Context: an optimization exercise on an open-source flow, tuned for small area, a short achievable clock period and few clock cycles. The choices shown serve that exercise and are no tape-out recipe. Function was checked by simulation only, so behaviour that the tests miss may differ from the original.

### design/flow/run.sh
#!/bin/bash
# synth_recipe.tcl (not shown) runs the flow's synth.tcl, then flattens the netlist and writes it again
# the make line also repeats each setting of config.mk as NAME=value (left out here)
make -C /OpenROAD-flow-scripts/flow DESIGN_CONFIG=/design/flow/config.mk WORK_HOME=/design/flow/orfs CLKGATE_MAP_FILE= SYNTH_SCRIPT=/design/flow/synth_recipe.tcl finish
### design/flow/config.mk
export PLATFORM = sky130hd
export DESIGN_NAME = UT_TOP
export DESIGN_NICKNAME = UT_TOP
export VERILOG_FILES = /design/flow/design.v
export SDC_FILE = /design/flow/constraint.sdc
export NUM_CORES = 4
export LEC_CHECK = 0
export CAP_MARGIN = 20
export CORE_MARGIN = 2
export CORE_UTILIZATION = 40
export SLEW_MARGIN = 20
### design/flow/constraint.sdc
create_clock -name core_clock -period 20.0 [get_ports {clk}]
set_input_delay 4.0000 -clock core_clock [delete_from_list [all_inputs] [get_ports {clk}]]
set_output_delay 4.0000 -clock core_clock [all_outputs]
set_load 0.01 [all_outputs]
### design/flow/design.v
module B2BCD_IP #(parameter WIDTH = 4, parameter DIGIT = 2) (
    Binary_code,
    BCD_code
);
input  [WIDTH-1:0]   Binary_code;
output reg [DIGIT*4-1:0] BCD_code;
integer i, j;
always @(*) begin
    BCD_code = 0;
    for (i = WIDTH - 1; i >= 0; i = i - 1) begin
        for (j = 0; j < DIGIT; j = j + 1)
            if (BCD_code[j*4 +: 4] >= 5) BCD_code[j*4 +: 4] = BCD_code[j*4 +: 4] + 4'd3;
        BCD_code = {BCD_code[DIGIT*4-2:0], Binary_code[i]};
    end
end
endmodule
module UT_TOP (
    clk, rst_n, in_valid, in_time,
    out_valid, out_display, out_day
);
input clk, rst_n, in_valid;
input [30:0] in_time;
output reg out_valid;
output reg [3:0] out_display;
output reg [2:0] out_day;
reg [4:0] cnt;
reg [10:0] R;       
reg [15:0] S;       
reg [13:0] HS;      
reg [1:0] h1; reg [3:0] h0;
reg [2:0] m1; reg [3:0] m0;
reg [2:0] s1; reg [3:0] s0;
reg y2k;
wire ph_b = cnt[2] & cnt[0] | cnt[2] & cnt[1];    
wire [11:0] C = ph_b ? 12'd1461 : 12'd675;
reg [10:0] r_t; reg [15:0] s_t; reg [11:0] x; reg q;
integer k;
always @(*) begin
    r_t = R; s_t = S;
    for (k = 0; k < 4; k = k + 1) begin
        x = {r_t, s_t[15]};
        q = (x >= C);
        r_t = q ? (x - C) : x[10:0];
        s_t = {s_t[14:0], q};
    end
end
function [19:0] dd;    
    input [19:0] v; input b;
    reg [1:0] a1; reg [3:0] a0; reg [2:0] b1; reg [3:0] b0; reg [2:0] c1; reg [3:0] c0;
    reg k0, k1, k2, k3, k4;
    begin
        {a1, a0, b1, b0, c1, c0} = v;
        k0 = c0 >= 5; k1 = c1 >= 3; k2 = b0 >= 5; k3 = b1 >= 3; k4 = a0 >= 5;
        c0 = {(k0 ? c0 - 4'd5 : c0), b} ;
        c1 = {(k1 ? c1 - 3'd3 : c1), k0};
        b0 = {(k2 ? b0 - 4'd5 : b0), k1};
        b1 = {(k3 ? b1 - 3'd3 : b1), k2};
        a0 = {(k4 ? a0 - 4'd5 : a0), k3};
        a1 = {a1[0], k4};
        dd = {a1, a0, b1, b0, c1, c0};
    end
endfunction
wire [19:0] dd1 = dd({h1,h0,m1,m0,s1,s0}, HS[13]);
wire [19:0] dd2 = dd(dd1, HS[12]);
wire [15:0] Dd = {R[9:0], S[15:10]};        
wire [2:0] wd = (Dd + 16'd4) % 7;
wire y2k_n = Dd >= 16'd10957;
wire [6:0] yo = S[6:0];                      
wire [8:0] doy = R[10:2];
wire leap = (yo[1:0] == 2'b10);
reg [6:0] yv; reg [3:0] yt, yn;
always @(*) begin
    yv = (yo < 30) ? yo + 7'd70 : yo - 7'd30;
    yt = yv / 10; yn = yv % 10;
end
reg [3:0] mon; reg [8:0] dm; reg [8:0] d2;
always @(*) begin
    d2 = doy - leap;
    if (doy < 31) begin mon = 1; dm = doy; end
    else if (doy < 59 + leap) begin mon = 2; dm = doy - 31; end
    else if (d2 < 90)  begin mon = 3;  dm = d2 - 59;  end
    else if (d2 < 120) begin mon = 4;  dm = d2 - 90;  end
    else if (d2 < 151) begin mon = 5;  dm = d2 - 120; end
    else if (d2 < 181) begin mon = 6;  dm = d2 - 151; end
    else if (d2 < 212) begin mon = 7;  dm = d2 - 181; end
    else if (d2 < 243) begin mon = 8;  dm = d2 - 212; end
    else if (d2 < 273) begin mon = 9;  dm = d2 - 243; end
    else if (d2 < 304) begin mon = 10; dm = d2 - 273; end
    else if (d2 < 334) begin mon = 11; dm = d2 - 304; end
    else               begin mon = 12; dm = d2 - 334; end
end
wire [4:0] dom = dm[4:0] + 5'd1;
wire [3:0] dt = dom / 10;
wire [3:0] dn = dom % 10;
always @(posedge clk or negedge rst_n) begin
    if (!rst_n) cnt <= 0;
    else if (in_valid) cnt <= 1;
    else if (cnt == 18) cnt <= 0;
    else if (cnt != 0) cnt <= cnt + 1;
end
always @(posedge clk) begin
    if (in_valid) begin
        R <= {3'b0, in_time[30:23]};
        S <= in_time[22:7];
    end else if (cnt == 4) begin
        R <= {1'b0, s_t[15:6]};
        S <= {s_t[5:0], 2'b10, 8'b0};
    end else if (cnt >= 1 && cnt <= 6) begin
        R <= r_t;
        S <= s_t;
    end
end
always @(posedge clk) begin
    if (in_valid) HS[6:0] <= in_time[6:0];
    else if (cnt == 4) begin
        HS[13:7] <= r_t[6:0];
        {h1, h0, m1, m0, s1} <= 0;
        s0 <= {1'b0, r_t[9:7]};
    end else if (cnt >= 5 && cnt <= 11) begin
        HS <= {HS[11:0], 2'b00};
        {h1, h0, m1, m0, s1, s0} <= dd2;
    end
end
always @(posedge clk) if (cnt == 5) y2k <= y2k_n;
always @(posedge clk or negedge rst_n) begin
    if (!rst_n) begin
        out_valid <= 0; out_display <= 0; out_day <= 0;
    end else begin
        out_valid <= (cnt >= 5 && cnt <= 18);
        if (cnt == 5) out_day <= wd;
        else if (!(cnt >= 6 && cnt <= 18)) out_day <= 0;
        case (cnt)
        5:  out_display <= y2k_n ? 4'd2 : 4'd1;
        6:  out_display <= y2k ? 4'd0 : 4'd9;
        7:  out_display <= yt;
        8:  out_display <= yn;
        9:  out_display <= {3'b0, mon >= 10};
        10: out_display <= (mon >= 10) ? mon - 4'd10 : mon;
        11: out_display <= dt;
        12: out_display <= dn;
        13: out_display <= {2'b0, h1};
        14: out_display <= h0;
        15: out_display <= {1'b0, m1};
        16: out_display <= m0;
        17: out_display <= {1'b0, s1};
        18: out_display <= s0;
        default: out_display <= 0;
        endcase
    end
end
endmodule
==> metrics.yaml <==
run_status:
  outcome: "complete, no violations"
clock_tree:
  clk_path_buf_depth: 2
  post_cts_buffers: 0
  clk_latency_ns: 0.35
  cts_sinks: 75
  cts_inserted_buffers: 9
  holdBufCountCts: 0
  cts_tree: "done"
  clk_pin_slew_ns: 0.07
  cts_resized: 0
  cts-root-buf: "clkbuf_16"
  ctsHtreeMaxLevel: 3
finish:
  area_delta_synth_final_pct: 9.76
  drive_gt1_frac: 0.0650
  n_fill_cell: 2563
  layout_common_cells: "127 x nand2_1, 102 x a21oi_1, 100 x nor2_1"
  insertedDiodeCount: 0
  final_common_cell: "nand2_1"
  stdcell_count: 1674
  nets: 1457
timing:
  min_period_over_period: 0.550
  tightestPinTransition_ns: 1.05
  fmax_mhz: 90.8
  slew_headroom: 0.300
  rsz0062_at_grt: "false"
  fin_worst_skew_ns: 0.00996
  fin_crit_ns: 11.01
  slew_viol_final: 0
  worst_slack_ns: 8.99
  finalHoldViolCount: 0
  tns_ns: 0
  setup_violations: 0
floorplanning:
  die_w_um: 166
  placeableCoreArea_sq_um: 25900
  start_util: 0.405
  rows: 59
  ios: 42
  die_y_um: 166
  dieArea_sq_um: 27600
logic_synthesis:
  ys.flop_type: "edfxtp_1"
  netlist_instances: 1323
  synth.distinct_cells: 104
  synthXorXnorAreaFrac: 0.0753
  postSynthNetCount: 1446
  synth.mux.area_fraction: 0.0461
  async_flop_share: 0.173
  synth-simple-area-share: 0.215
  synth_warnings: 1
  yosys_register_bits: 75
  synth_top_family_by_area: "compound AO/OA/AOI/OAI gates"
  yosysSeqAreaShare: 0.205
  syn-cell-area_sq_um: 10500
  synthAdderAreaFrac: 0.111
  syn_area_per_cell_sq_um: 7.94
  synth_edf_count: 59
  synth_compound_area_frac: 0.298
routing:
  drc: 0
  wl_um: 30900
  wire_per_inst_um: 18.4
  ant_nets: 0
  num_vias: 10200
  routed_via_density: 6.12
  drt_iter0_markers: 919
  dr.pass1.iters: 6
setup_path:
  critPathTopFamily: "compound AO/OA/AOI/OAI gates"
  worstPathRequired_ns: 20.06
  end_kind: "flip-flop"
  critPathSlowestCell: "o31ai_4"
  crit_fanout: 17
  critical_path_arrival_ns: 11.07
  worst_path_largest_cell_delay_ns: 0.69
  crit_buf_inv: 4
  cp-start-kind: "flip-flop"
  path_class: "reg2reg"
  cp_common_cell: "o21a_1"
  path_depth: 39
  reg2reg_depth: 39
global_route:
  grt_overflow_total: 0
  grt_start_max_net_pins: 62
  antenna_found_initial: 0
  grt_pass1_wl_um: 50200
  track_usage: 0.219
  grt_pass1_vias: 9589
min_path:
  hp-class: "reg2reg"
  min_path_cells: 2
placed_design:
  dpl.hpwl_um: 23400
  post-place-ws_ns: 9.12
  gp_congestion: 0.900
  post-place-cells: 1658
  portBuffers: 41
run:
  cap_violations: 0
## cells in the mapped netlist, drive strengths merged, types with 10 or more instances
| cell | count | area, sq um |
|---|---|---|
| nand2b | 27 | 169 |
| or3 | 17 | 116 |
| mux2i | 33 | 334 |
| clkbuf | 36 | 136 |
| a31oi | 25 | 178 |
| nand2 | 128 | 480 |
| nor3b | 10 | 75.1 |
| xor2 | 24 | 210 |
| a21o | 21 | 158 |
| xnor2 | 62 | 558 |
| o211ai | 10 | 75.1 |
| inv | 63 | 236 |
| nand3 | 46 | 248 |
| mux2 | 13 | 150 |
| dfrtp | 13 | 325 |
| edfxtp | 59 | 1770 |
| a211oi | 19 | 153 |
| nor3 | 46 | 246 |
| o22ai | 13 | 81.3 |
| o21ai | 109 | 572 |
| nor2 | 101 | 387 |
| a21oi | 104 | 532 |
| a21boi | 10 | 75.1 |
| ha | 85 | 1060 |
| o31ai | 12 | 118 |
| and3 | 15 | 93.8 |
| o31a | 11 | 105 |
| nand4 | 14 | 87.6 |
| a221oi | 10 | 87.6 |
| buf | 20 | 131 |
| nor2b | 10 | 62.6 |
| o21a | 13 | 97.6 |
| and2 | 11 | 68.8 |
## worst min-delay path, stage by stage, from the launching register on
cell,delay (ns)
edfxtp_1,0.32
nand2_1,0.04
nand2_1,0.06
## per-stage QoR
stage                     instance area [sq um]  hold slack (ns)  utilization
after floorplan                           10500            0.491            -
after global placement                    11200            0.495        0.431
after detailed placement                  11200            0.508        0.431
after CTS                                 11500            0.522        0.445
after global routing                      11500            0.576        0.445
final                                     11500            0.522        0.445
## final cells by class
cell class	instances	area, sq um	area share
multi-input cells	1127	7840	0.680
flip-flops and latches	75	2160	0.187
repair buffers	56	518	0.0450
well taps	335	419	0.0364
inverters	65	244	0.0212
clock buffers	9	225	0.0195
clock inverters	7	124	0.0107
## worst paths after layout
check	start	endpoint	slack, ns
max	cnt[2]$_DFFE_PN0P_	R[7]$_DFFE_PP_	8.99
min	HS[7]$_DFFE_PP_	HS[9]$_DFFE_PP_	0.52
max reg2reg	cnt[2]$_DFFE_PN0P_	R[7]$_DFFE_PP_	8.99
min reg2reg	HS[7]$_DFFE_PP_	HS[9]$_DFFE_PP_	0.52
max in group asynchronous	rst_n	cnt[4]$_DFFE_PN0P_	15.46
min in group asynchronous	rst_n	cnt[0]$_DFFE_PN0P_	4.08
## cell families after synthesis
group                      count (synthesis)
and+or+nand+nor                          454
AOI/OAI and AO/OA                        449
buffers and inverters                    121
adders and majority gates                 91
xor gates and xnor gates                  87
DFF                                       75
muxes                                     46
## flip-flops by register name, indices dropped and copies added, names as in the netlist
signal and flops:
HS 14, out_display 4, cnt 5, h0 4, out_valid 1, out_day 3
s0 4, m1 3, m0 4, S 16, y2k 1, s1 3
R 11, h1 2
## layer usage
| layer | wire length [um] | global-route usage | vias up |
|---|---|---|---|
| li1 | - | - | 4985 |
| met1 | 14100 | 0.298 | 4873 |
| met2 | 14400 | 0.367 | 342 |
| met3 | 1750 | 0.0250 | 38 |
| met4 | 525 | 0.0594 | 0 |
| met5 | 0 | 0 | - |
Testbench counts, summed over its fixed seeds: cycles 6,392.

port drivers added, routing unchanged:
How much do the figures lean on ideal ports? The routed layout below was timed once more, with nothing changed but the port constraints. Step 1, drivers: a clkbuf_16 drives clk and a buf_2 each remaining input, both assumed. Step 2 times the ports against the registers' clock, not the clock port: input delays grow and output delays shrink by t, the midpoint of the rising clock arrivals with the driver on. Three values: no drivers, after step 1, after step 2; two values: the first two.
t, ns: 0.388
slack for setup (ns): 8.991 / 8.991 / 8.991
clock arrival spread, ns: 0.010 / 0.010
worst slew at a driven data input, ns: 0.06
After both steps this run still meets setup and hold. For this run, drivers alone change the setup slack by 0.000 ns; drivers and shift together by 0.000 ns.
